This is an optimization exercise on Yosys and OpenROAD, whose aim is small area, a short achievable clock period and few clock cycles, not a production implementation. In this exercise RTL edits were held to simulation tests only and were not proved equivalent to the original.

==> run a <==
## Top
module Top(CLK, SLOW_CLOCK_STRB, ARST_L, SYS_OUT, OUT_VALID, MEM_ADDR, MEM_WDATA, MEM_WE, MEM_RDATA);
clock: 10.0 ns
lec_check: 0
abc_area: 1
cap_margin: 20
core_margin: 2
core_utilization: 65
setup_slack_margin: 5
slew_margin: 20
run.sh (not shown) runs the stock make flow with config.mk's settings and CLKGATE_MAP_FILE= SYNTH_SCRIPT=/design/flow/synth_recipe.tcl, a recipe that flattens the netlist after the stock synthesis.
==> inputs of run b, as changes to run a <==
--- a/flow/design.v
+++ b/flow/design.v
@@ -1,9 +1,9 @@
-module mul8(input [7:0] a, input [7:0] b, output [15:0] p);
+module mul8rows(input [7:0] a, input [7:0] b, output [15:0] ra, output [15:0] rb);
 wire [63:0] pp;
 assign pp[0] = a[0] & b[0];
 assign pp[1] = a[1] & b[0];
 assign pp[2] = a[2] & b[0];
 assign pp[3] = a[3] & b[0];
 assign pp[4] = a[4] & b[0];
 assign pp[5] = a[5] & b[0];
 assign pp[6] = a[6] & b[0];
@@ -227,19 +227,18 @@
 wire t81;
 wire t82;
 assign t81 = t40 ^ t59 ^ t58;
 assign t82 = (t40 & t59) | (t40 & t58) | (t59 & t58);
 wire t83;
 wire t84;
 assign t83 = pp[62] ^ pp[55] ^ t60;
 assign t84 = (pp[62] & pp[55]) | (pp[62] & t60) | (pp[55] & t60);
-wire [15:0] ra = {1'b0, t84, t82, t80, t78, t76, t74, t72, t70, t68, t66, t64, t62, t61, pp[1], pp[0]};
-wire [15:0] rb = {1'b0, pp[63], t83, t81, t79, t77, t75, t73, t71, t69, t67, t65, t63, pp[2], pp[8], 1'b0};
-assign p = ra + rb;
+assign ra = {1'b0, t84, t82, t80, t78, t76, t74, t72, t70, t68, t66, t64, t62, t61, pp[1], pp[0]};
+assign rb = {1'b0, pp[63], t83, t81, t79, t77, t75, t73, t71, t69, t67, t65, t63, pp[2], pp[8], 1'b0};
 endmodule
 module Top(CLK, SLOW_CLOCK_STRB, ARST_L, SYS_OUT, OUT_VALID, MEM_ADDR, MEM_WDATA, MEM_WE, MEM_RDATA);
 input CLK, SLOW_CLOCK_STRB, ARST_L;
 output reg [15:0] SYS_OUT;
 output reg OUT_VALID;
 output [7:0] MEM_ADDR;
 output [15:0] MEM_WDATA;
 output MEM_WE;
@@ -313,40 +312,54 @@
 wire big = |b[15:4];
 wire lsl = (op == 4'h6);
 reg [15:0] a_rev, shl;
 integer i;
 always @(*) for (i = 0; i < 16; i = i + 1) a_rev[i] = a[15 - i];
 wire [15:0] sh_in = lsl ? a_rev : a;
 wire [15:0] shr = big ? 16'h0000 : (sh_in >> b[3:0]);
 always @(*) for (i = 0; i < 16; i = i + 1) shl[i] = shr[15 - i];
-wire [15:0] prod;
-mul8 mul(.a(a[7:0]), .b(b[7:0]), .p(prod));
-wire cmp_op = lsl | (op == 4'h9);
-reg [15:0] tmp_q;
-always @(posedge CLK) tmp_q <= (op == 4'h9) ? prod : shl;
-wire mc_stall = ex & cmp_op & ~mc;    
+wire [15:0] pra, prb;
+mul8rows mul(.a(a[7:0]), .b(b[7:0]), .ra(pra), .rb(prb));
+wire mulop = (op == 4'h9);
+wire cmp_op = lsl | mulop;
+wire [8:0] plo = {1'b0, pra[7:0]} + {1'b0, prb[7:0]};
+reg [7:0] plo_q;
+reg pc8_q;
+reg [14:8] pha_q, phb_q;
+always @(posedge CLK) begin
+    plo_q <= plo[7:0];
+    pc8_q <= plo[8];
+    pha_q <= pra[14:8];
+    phb_q <= prb[14:8];
+end
+wire [7:0] phi = {1'b0, pha_q} + {1'b0, phb_q} + {7'b0, pc8_q};
+wire [15:0] t2 = {phi, plo_q};
+wire mc_stall = ex & mulop & ~mc;     
+wire [15:0] cres = lsl ? shl : t2;
 wire addsub = (op == 4'h4) | sub;
 reg [15:0] res;
 always @(*) begin
-    if (addsub) res = sum[15:0];
-    else if (cmp_op) res = tmp_q;
+    if (is_mov) res = {8'h00, imm};
+    else if (addsub) res = sum[15:0];
+    else if (cmp_op) res = cres;
     else res = shr;
 end
-wire z_flag = addsub ? zsum : cmp_op ? ~|tmp_q : ~|shr;
-wire c_flag = (op == 4'h4) ? sum[16] : cmp_op ? ((tmp_q < a) | (tmp_q < b)) : 1'b0;
+wire z_flag = addsub ? zsum : cmp_op ? ~|cres : ~|shr;
+wire c_flag = (op == 4'h4) ? sum[16] : cmp_op ? ((cres < a) | (cres < b)) : 1'b0;
 wire v_flag = ((op == 4'h4) | cmp_op) ? (a[15] ^ b[15] ^ res[15]) : 1'b0;
 wire [3:0] new_flags = {res[15], z_flag, c_flag, v_flag};
-wire [15:0] wval = is_mov ? {8'h00, imm} : res;
+wire [15:0] wval = res;
 wire [1:0] wsel = is_mov ? fy : fd;
 wire done = ex & ~mc_stall;
 wire wr_ex = done & (is_alu | is_mov);
 wire hold = rf | mc_stall;
-wire [7:0] fetch_addr = pcd + {7'b0, ~hold};
-assign MEM_ADDR = memop ? b[7:0] : taken ? imm : fetch_addr;
+wire [7:0] pcd1 = pcd + 8'd1;
+wire [7:0] fetch_addr = hold ? pcd : pcd1;
+assign MEM_ADDR = taken ? imm : memop ? b[7:0] : fetch_addr;
 assign MEM_WE = ex & is_str;
 assign MEM_WDATA = a;
 wire str_hit = ex & is_str & dv & (b[7:0] == pcd);
 always @(posedge CLK, negedge ARST_L) begin
     if (!ARST_L) begin
         r0 <= 16'h0; r1 <= 16'h0; r2 <= 16'h0; r3 <= 16'h0;
     end else if (en) begin
         if ((wr_ex && wsel == 2'd0) || (ldp && ldx == 2'd0)) r0 <= ldp ? MEM_RDATA : wval;
Settings changed: ABC_AREA 1 to unset, CAP_MARGIN 20 to 5, CORE_UTILIZATION 65 to 40, CTS_BUF_LIST set to sky130_fd_sc_hd__clkbuf_8, SLEW_MARGIN 20 to 5, TNS_END_PERCENT set to 60.
==> notes <==
- Run b finished clean. Run a went through all stages and came out clean.
- In run b the synthesized area is smaller than in run a, by 1.2%.
- Fmax: run a is smaller than run b (about 0.4%).
- In run b the routed wire length is lower than in run a, by 9.4%.
- Against run a, the synthesized cell count of run b is smaller by about 22%.
- Against run a, the sequential share of layout area of run b is higher by 2.7 points.
Testbench counts of run a, summed over its fixed seeds: cycles 62,938.
Testbench counts of run b, summed over its fixed seeds: cycles 60,994.

* * *

==> run R <==
Top with an RTL version that a note above also has.
// Top
module Top(CLK, SLOW_CLOCK_STRB, ARST_L, SYS_OUT, OUT_VALID, MEM_ADDR, MEM_WDATA, MEM_WE, MEM_RDATA);
clock: 10.0 ns
lec_check: 0
cap_margin: 5
core_margin: 2
core_utilization: 40
cts_buf_list: sky130_fd_sc_hd__clkbuf_8
setup_slack_margin: 5
slew_margin: 5
synth_hierarchical: 1
==> run E: changes against run R <==
--- a/flow/design.v
+++ b/flow/design.v
@@ -1,7 +1,7 @@
-module mul8rows(input [7:0] a, input [7:0] b, output [15:0] ra, output [15:0] rb);
+module mul8(input [7:0] a, input [7:0] b, output [15:0] p);
 wire [63:0] pp;
 assign pp[0] = a[0] & b[0];
 assign pp[1] = a[1] & b[0];
 assign pp[2] = a[2] & b[0];
 assign pp[3] = a[3] & b[0];
 assign pp[4] = a[4] & b[0];
@@ -229,14 +229,15 @@
 assign t81 = t40 ^ t59 ^ t58;
 assign t82 = (t40 & t59) | (t40 & t58) | (t59 & t58);
 wire t83;
 wire t84;
 assign t83 = pp[62] ^ pp[55] ^ t60;
 assign t84 = (pp[62] & pp[55]) | (pp[62] & t60) | (pp[55] & t60);
-assign ra = {1'b0, t84, t82, t80, t78, t76, t74, t72, t70, t68, t66, t64, t62, t61, pp[1], pp[0]};
-assign rb = {1'b0, pp[63], t83, t81, t79, t77, t75, t73, t71, t69, t67, t65, t63, pp[2], pp[8], 1'b0};
+wire [15:0] ra = {1'b0, t84, t82, t80, t78, t76, t74, t72, t70, t68, t66, t64, t62, t61, pp[1], pp[0]};
+wire [15:0] rb = {1'b0, pp[63], t83, t81, t79, t77, t75, t73, t71, t69, t67, t65, t63, pp[2], pp[8], 1'b0};
+assign p = ra + rb;
 endmodule
 module Top(CLK, SLOW_CLOCK_STRB, ARST_L, SYS_OUT, OUT_VALID, MEM_ADDR, MEM_WDATA, MEM_WE, MEM_RDATA);
 input CLK, SLOW_CLOCK_STRB, ARST_L;
 output reg [15:0] SYS_OUT;
 output reg OUT_VALID;
 output [7:0] MEM_ADDR;
@@ -314,50 +315,36 @@
 reg [15:0] a_rev, shl;
 integer i;
 always @(*) for (i = 0; i < 16; i = i + 1) a_rev[i] = a[15 - i];
 wire [15:0] sh_in = lsl ? a_rev : a;
 wire [15:0] shr = big ? 16'h0000 : (sh_in >> b[3:0]);
 always @(*) for (i = 0; i < 16; i = i + 1) shl[i] = shr[15 - i];
-wire [15:0] pra, prb;
-mul8rows mul(.a(a[7:0]), .b(b[7:0]), .ra(pra), .rb(prb));
-wire mulop = (op == 4'h9);
-wire cmp_op = lsl | mulop;
-wire [8:0] plo = {1'b0, pra[7:0]} + {1'b0, prb[7:0]};
-reg [7:0] plo_q;
-reg pc8_q;
-reg [14:8] pha_q, phb_q;
-always @(posedge CLK) begin
-    plo_q <= plo[7:0];
-    pc8_q <= plo[8];
-    pha_q <= pra[14:8];
-    phb_q <= prb[14:8];
-end
-wire [7:0] phi = {1'b0, pha_q} + {1'b0, phb_q} + {7'b0, pc8_q};
-wire [15:0] t2 = {phi, plo_q};
-wire mc_stall = ex & mulop & ~mc;     
-wire [15:0] cres = lsl ? shl : t2;
+wire [15:0] prod;
+mul8 mul(.a(a[7:0]), .b(b[7:0]), .p(prod));
+wire cmp_op = lsl | (op == 4'h9);
+reg [15:0] tmp_q;
+always @(posedge CLK) tmp_q <= (op == 4'h9) ? prod : shl;
+wire mc_stall = ex & cmp_op & ~mc;    
 wire addsub = (op == 4'h4) | sub;
 reg [15:0] res;
 always @(*) begin
-    if (is_mov) res = {8'h00, imm};
-    else if (addsub) res = sum[15:0];
-    else if (cmp_op) res = cres;
+    if (addsub) res = sum[15:0];
+    else if (cmp_op) res = tmp_q;
     else res = shr;
 end
-wire z_flag = addsub ? zsum : cmp_op ? ~|cres : ~|shr;
-wire c_flag = (op == 4'h4) ? sum[16] : cmp_op ? ((cres < a) | (cres < b)) : 1'b0;
+wire z_flag = addsub ? zsum : cmp_op ? ~|tmp_q : ~|shr;
+wire c_flag = (op == 4'h4) ? sum[16] : cmp_op ? ((tmp_q < a) | (tmp_q < b)) : 1'b0;
 wire v_flag = ((op == 4'h4) | cmp_op) ? (a[15] ^ b[15] ^ res[15]) : 1'b0;
 wire [3:0] new_flags = {res[15], z_flag, c_flag, v_flag};
-wire [15:0] wval = res;
+wire [15:0] wval = is_mov ? {8'h00, imm} : res;
 wire [1:0] wsel = is_mov ? fy : fd;
 wire done = ex & ~mc_stall;
 wire wr_ex = done & (is_alu | is_mov);
 wire hold = rf | mc_stall;
-wire [7:0] pcd1 = pcd + 8'd1;
-wire [7:0] fetch_addr = hold ? pcd : pcd1;
-assign MEM_ADDR = taken ? imm : memop ? b[7:0] : fetch_addr;
+wire [7:0] fetch_addr = pcd + {7'b0, ~hold};
+assign MEM_ADDR = memop ? b[7:0] : taken ? imm : fetch_addr;
 assign MEM_WE = ex & is_str;
 assign MEM_WDATA = a;
 wire str_hit = ex & is_str & dv & (b[7:0] == pcd);
 always @(posedge CLK, negedge ARST_L) begin
     if (!ARST_L) begin
         r0 <= 16'h0; r1 <= 16'h0; r2 <= 16'h0; r3 <= 16'h0;
Settings changed: ABC_AREA set to 1, CAP_MARGIN 5 to 20, CTS_BUF_LIST sky130_fd_sc_hd__clkbuf_8 to not set, SLEW_MARGIN 5 to 20, SYNTH_HIERARCHICAL 1 to not set.
==> run Z: changes against run R <==
Settings changed: CAP_MARGIN 5 to 20, GPL_TIMING_DRIVEN set to 0, SLEW_MARGIN 5 to 20, SYNTH_HIERARCHICAL 1 to not set.
==> results_dict.tcl <==
set metrics [dict create \
    use_met1_pct 34.1 \
    crit_family "buffers and inverters" \
    worst_pin_slew_ps 1190 \
    die_w_microns 182 \
    max_freq_mhz 195 \
    yosys_warnings 7 \
    status "complete, no violations" \
    die_y_microns 182 \
]
the above is filed under run R

==> results_dict.tcl <==
set metrics [dict create \
    die_y_microns 175 \
    die_w_microns 175 \
    use_met1_pct 36.5 \
    status "complete, no violations" \
    area_delta_synth_final_pct 18.8 \
    yosys_warnings 1 \
    max_freq_mhz 202 \
    cts_tree "done" \
    crit_family "compound AO/OA/AOI/OAI gates" \
]
the above is filed under run Z

==> results_dict.tcl <==
set metrics [dict create \
    num_io_pins 61 \
    die_y_microns 176 \
    crit_family "buffers and inverters" \
    yosys_warnings 1 \
    use_met1_pct 41.5 \
    die_w_microns 176 \
    max_freq_mhz 201 \
    synth_most_common_cell "nand2_1" \
    status "complete, no violations" \
]
the above is filed under run E

Testbench counts of run R, summed over its fixed seeds: cycles 60,994.
Testbench counts of run E, summed over its fixed seeds: cycles 62,938.
Testbench counts of run Z, summed over its fixed seeds: cycles 60,994.

* * *

==> inputs of trial 18 <==
Another version of the RTL of Top (not shown whole).
==> flow/config.mk <==
export PLATFORM = sky130hd
export DESIGN_NAME = Top
export DESIGN_NICKNAME = Top
export VERILOG_FILES = /design/flow/design.v
export SDC_FILE = /design/flow/constraint.sdc
export NUM_CORES = 4
export LEC_CHECK = 0
export CAP_MARGIN = 20
export CORE_MARGIN = 2
export CORE_UTILIZATION = 40
export CTS_BUF_LIST = sky130_fd_sc_hd__clkbuf_8
export CTS_CLUSTER_DIAMETER = 40
export SETUP_SLACK_MARGIN = 5
export SLEW_MARGIN = 20
==> flow/constraint.sdc <==
create_clock -name core_clock -period 10.0 [get_ports {CLK}]
set_input_delay 2.0000 -clock core_clock [delete_from_list [all_inputs] [get_ports {CLK}]]
set_output_delay 2.0000 -clock core_clock [all_outputs]
set_load 0.01 [all_outputs]
==> trial 93 (differences from trial 18) <==
--- a/flow/design.v
+++ b/flow/design.v
@@ -1,9 +1,9 @@
-module mul8rows(input [7:0] a, input [7:0] b, output [15:0] ra, output [15:0] rb);
+module mul8(input [7:0] a, input [7:0] b, output [15:0] p);
 wire [63:0] pp;
 assign pp[0] = a[0] & b[0];
 assign pp[1] = a[1] & b[0];
 assign pp[2] = a[2] & b[0];
 assign pp[3] = a[3] & b[0];
 assign pp[4] = a[4] & b[0];
 assign pp[5] = a[5] & b[0];
 assign pp[6] = a[6] & b[0];
@@ -227,18 +227,19 @@
 wire t81;
 wire t82;
 assign t81 = t40 ^ t59 ^ t58;
 assign t82 = (t40 & t59) | (t40 & t58) | (t59 & t58);
 wire t83;
 wire t84;
 assign t83 = pp[62] ^ pp[55] ^ t60;
 assign t84 = (pp[62] & pp[55]) | (pp[62] & t60) | (pp[55] & t60);
-assign ra = {1'b0, t84, t82, t80, t78, t76, t74, t72, t70, t68, t66, t64, t62, t61, pp[1], pp[0]};
-assign rb = {1'b0, pp[63], t83, t81, t79, t77, t75, t73, t71, t69, t67, t65, t63, pp[2], pp[8], 1'b0};
+wire [15:0] ra = {1'b0, t84, t82, t80, t78, t76, t74, t72, t70, t68, t66, t64, t62, t61, pp[1], pp[0]};
+wire [15:0] rb = {1'b0, pp[63], t83, t81, t79, t77, t75, t73, t71, t69, t67, t65, t63, pp[2], pp[8], 1'b0};
+assign p = ra + rb;
 endmodule
 module Top(CLK, SLOW_CLOCK_STRB, ARST_L, SYS_OUT, OUT_VALID, MEM_ADDR, MEM_WDATA, MEM_WE, MEM_RDATA);
 input CLK, SLOW_CLOCK_STRB, ARST_L;
 output reg [15:0] SYS_OUT;
 output reg OUT_VALID;
 output [7:0] MEM_ADDR;
 output [15:0] MEM_WDATA;
 output MEM_WE;
@@ -301,60 +302,44 @@
         4'hD: cond = (fN == fV) & ~fZ;
         4'hE: cond = (fN != fV) & fZ;
         default: cond = 1'b0;
     endcase
 end
 wire taken = ex & is_br & cond;
 wire memop = ex & (is_ldr | is_str);
 wire sub = (op == 4'h5);
-wire [15:0] bx = b ^ {16{sub}};
-wire [16:0] sum = {1'b0, a} + {1'b0, bx} + {16'b0, sub};
-wire zsum = &((a ^ bx) ~^ {a[14:0] | bx[14:0], sub});
+wire [16:0] sum = {1'b0, a} + {1'b0, b ^ {16{sub}}} + {16'b0, sub};
 wire big = |b[15:4];
-wire lsl = (op == 4'h6);
-reg [15:0] a_rev, shl;
-integer i;
-always @(*) for (i = 0; i < 16; i = i + 1) a_rev[i] = a[15 - i];
-wire [15:0] sh_in = lsl ? a_rev : a;
-wire [15:0] shr = big ? 16'h0000 : (sh_in >> b[3:0]);
-always @(*) for (i = 0; i < 16; i = i + 1) shl[i] = shr[15 - i];
-wire [15:0] pra, prb;
-mul8rows mul(.a(a[7:0]), .b(b[7:0]), .ra(pra), .rb(prb));
-wire mulop = (op == 4'h9);
-wire cmp_op = lsl | mulop;
+wire [15:0] shl = big ? 16'h0000 : (a << b[3:0]);
+wire [15:0] shr = big ? 16'h0000 : (a >> b[3:0]);
+wire [15:0] prod;
+mul8 mul(.a(a[7:0]), .b(b[7:0]), .p(prod));
+wire cmp_op = (op == 4'h6) | (op == 4'h9);
 reg [15:0] tmp_q;
-reg [14:1] tmp2_q;
-always @(posedge CLK) begin
-    tmp_q <= pra;
-    tmp2_q <= prb[14:1];
-end
-wire [15:0] t2 = tmp_q + {1'b0, tmp2_q, 1'b0};
-wire mc_stall = ex & mulop & ~mc;     
-wire [15:0] cres = lsl ? shl : t2;
-wire addsub = (op == 4'h4) | sub;
+always @(posedge CLK) tmp_q <= (op == 4'h9) ? prod : shl;
+wire mc_stall = ex & cmp_op & ~mc;    
 reg [15:0] res;
 always @(*) begin
-    if (is_mov) res = {8'h00, imm};
-    else if (addsub) res = sum[15:0];
-    else if (cmp_op) res = cres;
-    else res = shr;
+    case (op)
+        4'h4, 4'h5: res = sum[15:0];
+        4'h6, 4'h9: res = tmp_q;
+        default: res = shr;
+    endcase
 end
-wire z_flag = addsub ? zsum : cmp_op ? ~|cres : ~|shr;
-wire c_flag = (op == 4'h4) ? sum[16] : cmp_op ? ((cres < a) | (cres < b)) : 1'b0;
+wire c_flag = (op == 4'h4) ? sum[16] : cmp_op ? ((res < a) | (res < b)) : 1'b0;
 wire v_flag = ((op == 4'h4) | cmp_op) ? (a[15] ^ b[15] ^ res[15]) : 1'b0;
-wire [3:0] new_flags = {res[15], z_flag, c_flag, v_flag};
-wire [15:0] wval = res;
+wire [3:0] new_flags = {res[15], res == 16'h0000, c_flag, v_flag};
+wire [15:0] wval = is_mov ? {8'h00, imm} : res;
 wire [1:0] wsel = is_mov ? fy : fd;
 wire done = ex & ~mc_stall;
 wire wr_ex = done & (is_alu | is_mov);
 wire hold = rf | mc_stall;
-wire [7:0] pcd1 = pcd + 8'd1;
-wire [7:0] fetch_addr = hold ? pcd : pcd1;
-assign MEM_ADDR = taken ? imm : memop ? b[7:0] : fetch_addr;
+wire [7:0] fetch_addr = pcd + {7'b0, ~hold};
+assign MEM_ADDR = memop ? b[7:0] : taken ? imm : fetch_addr;
 assign MEM_WE = ex & is_str;
 assign MEM_WDATA = a;
 wire str_hit = ex & is_str & dv & (b[7:0] == pcd);
 always @(posedge CLK, negedge ARST_L) begin
     if (!ARST_L) begin
         r0 <= 16'h0; r1 <= 16'h0; r2 <= 16'h0; r3 <= 16'h0;
     end else if (en) begin
         if ((wr_ex && wsel == 2'd0) || (ldp && ldx == 2'd0)) r0 <= ldp ? MEM_RDATA : wval;
Settings changed: CTS_BUF_LIST sky130_fd_sc_hd__clkbuf_8 to default, CTS_CLUSTER_DIAMETER 40 to default.
==> trial 49 (differences from trial 18) <==
--- a/flow/design.v
+++ b/flow/design.v
@@ -1,9 +1,9 @@
-module mul8rows(input [7:0] a, input [7:0] b, output [15:0] ra, output [15:0] rb);
+module mul8(input [7:0] a, input [7:0] b, output [15:0] p);
 wire [63:0] pp;
 assign pp[0] = a[0] & b[0];
 assign pp[1] = a[1] & b[0];
 assign pp[2] = a[2] & b[0];
 assign pp[3] = a[3] & b[0];
 assign pp[4] = a[4] & b[0];
 assign pp[5] = a[5] & b[0];
 assign pp[6] = a[6] & b[0];
@@ -227,18 +227,19 @@
 wire t81;
 wire t82;
 assign t81 = t40 ^ t59 ^ t58;
 assign t82 = (t40 & t59) | (t40 & t58) | (t59 & t58);
 wire t83;
 wire t84;
 assign t83 = pp[62] ^ pp[55] ^ t60;
 assign t84 = (pp[62] & pp[55]) | (pp[62] & t60) | (pp[55] & t60);
-assign ra = {1'b0, t84, t82, t80, t78, t76, t74, t72, t70, t68, t66, t64, t62, t61, pp[1], pp[0]};
-assign rb = {1'b0, pp[63], t83, t81, t79, t77, t75, t73, t71, t69, t67, t65, t63, pp[2], pp[8], 1'b0};
+wire [15:0] ra = {1'b0, t84, t82, t80, t78, t76, t74, t72, t70, t68, t66, t64, t62, t61, pp[1], pp[0]};
+wire [15:0] rb = {1'b0, pp[63], t83, t81, t79, t77, t75, t73, t71, t69, t67, t65, t63, pp[2], pp[8], 1'b0};
+assign p = ra + rb;
 endmodule
 module Top(CLK, SLOW_CLOCK_STRB, ARST_L, SYS_OUT, OUT_VALID, MEM_ADDR, MEM_WDATA, MEM_WE, MEM_RDATA);
 input CLK, SLOW_CLOCK_STRB, ARST_L;
 output reg [15:0] SYS_OUT;
 output reg OUT_VALID;
 output [7:0] MEM_ADDR;
 output [15:0] MEM_WDATA;
 output MEM_WE;
@@ -312,49 +313,40 @@
 wire big = |b[15:4];
 wire lsl = (op == 4'h6);
 reg [15:0] a_rev, shl;
 integer i;
 always @(*) for (i = 0; i < 16; i = i + 1) a_rev[i] = a[15 - i];
 wire [15:0] sh_in = lsl ? a_rev : a;
 wire [15:0] shr = big ? 16'h0000 : (sh_in >> b[3:0]);
 always @(*) for (i = 0; i < 16; i = i + 1) shl[i] = shr[15 - i];
-wire [15:0] pra, prb;
-mul8rows mul(.a(a[7:0]), .b(b[7:0]), .ra(pra), .rb(prb));
-wire mulop = (op == 4'h9);
-wire cmp_op = lsl | mulop;
+wire [15:0] prod;
+mul8 mul(.a(a[7:0]), .b(b[7:0]), .p(prod));
+wire cmp_op = lsl | (op == 4'h9);
 reg [15:0] tmp_q;
-reg [14:1] tmp2_q;
-always @(posedge CLK) begin
-    tmp_q <= pra;
-    tmp2_q <= prb[14:1];
-end
-wire [15:0] t2 = tmp_q + {1'b0, tmp2_q, 1'b0};
-wire mc_stall = ex & mulop & ~mc;     
-wire [15:0] cres = lsl ? shl : t2;
+always @(posedge CLK) tmp_q <= (op == 4'h9) ? prod : shl;
+wire mc_stall = ex & cmp_op & ~mc;    
 wire addsub = (op == 4'h4) | sub;
 reg [15:0] res;
 always @(*) begin
-    if (is_mov) res = {8'h00, imm};
-    else if (addsub) res = sum[15:0];
-    else if (cmp_op) res = cres;
+    if (addsub) res = sum[15:0];
+    else if (cmp_op) res = tmp_q;
     else res = shr;
 end
-wire z_flag = addsub ? zsum : cmp_op ? ~|cres : ~|shr;
-wire c_flag = (op == 4'h4) ? sum[16] : cmp_op ? ((cres < a) | (cres < b)) : 1'b0;
+wire z_flag = addsub ? zsum : cmp_op ? ~|tmp_q : ~|shr;
+wire c_flag = (op == 4'h4) ? sum[16] : cmp_op ? ((tmp_q < a) | (tmp_q < b)) : 1'b0;
 wire v_flag = ((op == 4'h4) | cmp_op) ? (a[15] ^ b[15] ^ res[15]) : 1'b0;
 wire [3:0] new_flags = {res[15], z_flag, c_flag, v_flag};
-wire [15:0] wval = res;
+wire [15:0] wval = is_mov ? {8'h00, imm} : res;
 wire [1:0] wsel = is_mov ? fy : fd;
 wire done = ex & ~mc_stall;
 wire wr_ex = done & (is_alu | is_mov);
 wire hold = rf | mc_stall;
-wire [7:0] pcd1 = pcd + 8'd1;
-wire [7:0] fetch_addr = hold ? pcd : pcd1;
-assign MEM_ADDR = taken ? imm : memop ? b[7:0] : fetch_addr;
+wire [7:0] fetch_addr = pcd + {7'b0, ~hold};
+assign MEM_ADDR = memop ? b[7:0] : taken ? imm : fetch_addr;
 assign MEM_WE = ex & is_str;
 assign MEM_WDATA = a;
 wire str_hit = ex & is_str & dv & (b[7:0] == pcd);
 always @(posedge CLK, negedge ARST_L) begin
     if (!ARST_L) begin
         r0 <= 16'h0; r1 <= 16'h0; r2 <= 16'h0; r3 <= 16'h0;
     end else if (en) begin
         if ((wr_ex && wsel == 2'd0) || (ldp && ldx == 2'd0)) r0 <= ldp ? MEM_RDATA : wval;
Settings changed: CTS_BUF_LIST sky130_fd_sc_hd__clkbuf_8 to default, CTS_CLUSTER_DIAMETER 40 to default.
==> summary of the runs <==
Trial 18 passed the timing, design-rule and antenna checks. Trial 49 passed the timing, design-rule and antenna checks. Trial 93 completed without violations.
Die area, lowest first: trial 93, trial 49, trial 18.
Of trial 18 and trial 93, trial 18 has the higher worst setup slack (gap 0.32 ns).
Clock skew, highest first: trial 18, trial 49, trial 93.
Register-to-register slack: trial 18 > trial 49 > trial 93.
The highest sequential share of layout area belongs to trial 18, the lowest to trial 93.
Wire length: trial 18 is lower than trial 49 (about 6%).
The highest global-route usage belongs to trial 93, the lowest to trial 18.
Testbench counts of trial 18, summed over its fixed seeds: cycles 60,994.
Testbench counts of trial 93, summed over its fixed seeds: cycles 62,938.
Testbench counts of trial 49, summed over its fixed seeds: cycles 62,938.

-- afterwards: timing with drivers on the ports --
In the flow no input, the clock included, has a driving cell. The finished layouts below were timed again as built, in two steps. Step 1: set_driving_cell puts a clkbuf_16 on CLK and a buf_2 on each other input, an assumption about the parent block. Step 2 adds t to the input delays and takes it off the output delays; t is the mean of the earliest and latest rising clock arrival at the registers after step 1. Input paths then give back, and output paths get back, about the clock's delay inside the block. Slacks: ideal / step 1 / step 2; pairs: ideal / step 1.
| run | t, ns | slack for setup (ns) | worst setup path after step 2 | clock arrival spread, ns | worst register clock-pin slew, ns |
|---|---|---|---|---|---|
| run a | 0.486 | 4.956 / 4.956 / 4.956 | register to register | 0.012 / 0.012 | 0.07 / 0.07 |
| run b | 0.509 | 4.975 / 4.932 / 4.862 | input to register | 0.029 / 0.028 | 0.12 / 0.12 |
| run R | 0.522 | 4.859 / 4.811 / 4.918 | register to register | 0.033 / 0.033 | 0.11 / 0.11 |
| run E | 0.475 | 5.029 / 4.983 / 5.065 | register to register | 0.013 / 0.013 | 0.07 / 0.07 |
| run Z | 0.530 | 5.059 / 5.035 / 5.059 | register to register | 0.025 / 0.025 | 0.11 / 0.11 |
| trial 18 | 0.522 | 5.026 / 4.983 / 5.062 | input to register | 0.031 / 0.031 | 0.12 / 0.12 |
| trial 93 | 0.486 | 4.703 / 4.703 / 4.703 | register to register | 0.013 / 0.014 | 0.08 / 0.08 |
| trial 49 | 0.488 | 4.841 / 4.841 / 4.841 | register to register | 0.015 / 0.015 | 0.07 / 0.07 |
After both steps every run listed still meets setup and hold. For run b, which loses most, drivers alone change the setup slack by -0.043 ns; drivers and shift together by -0.113 ns.
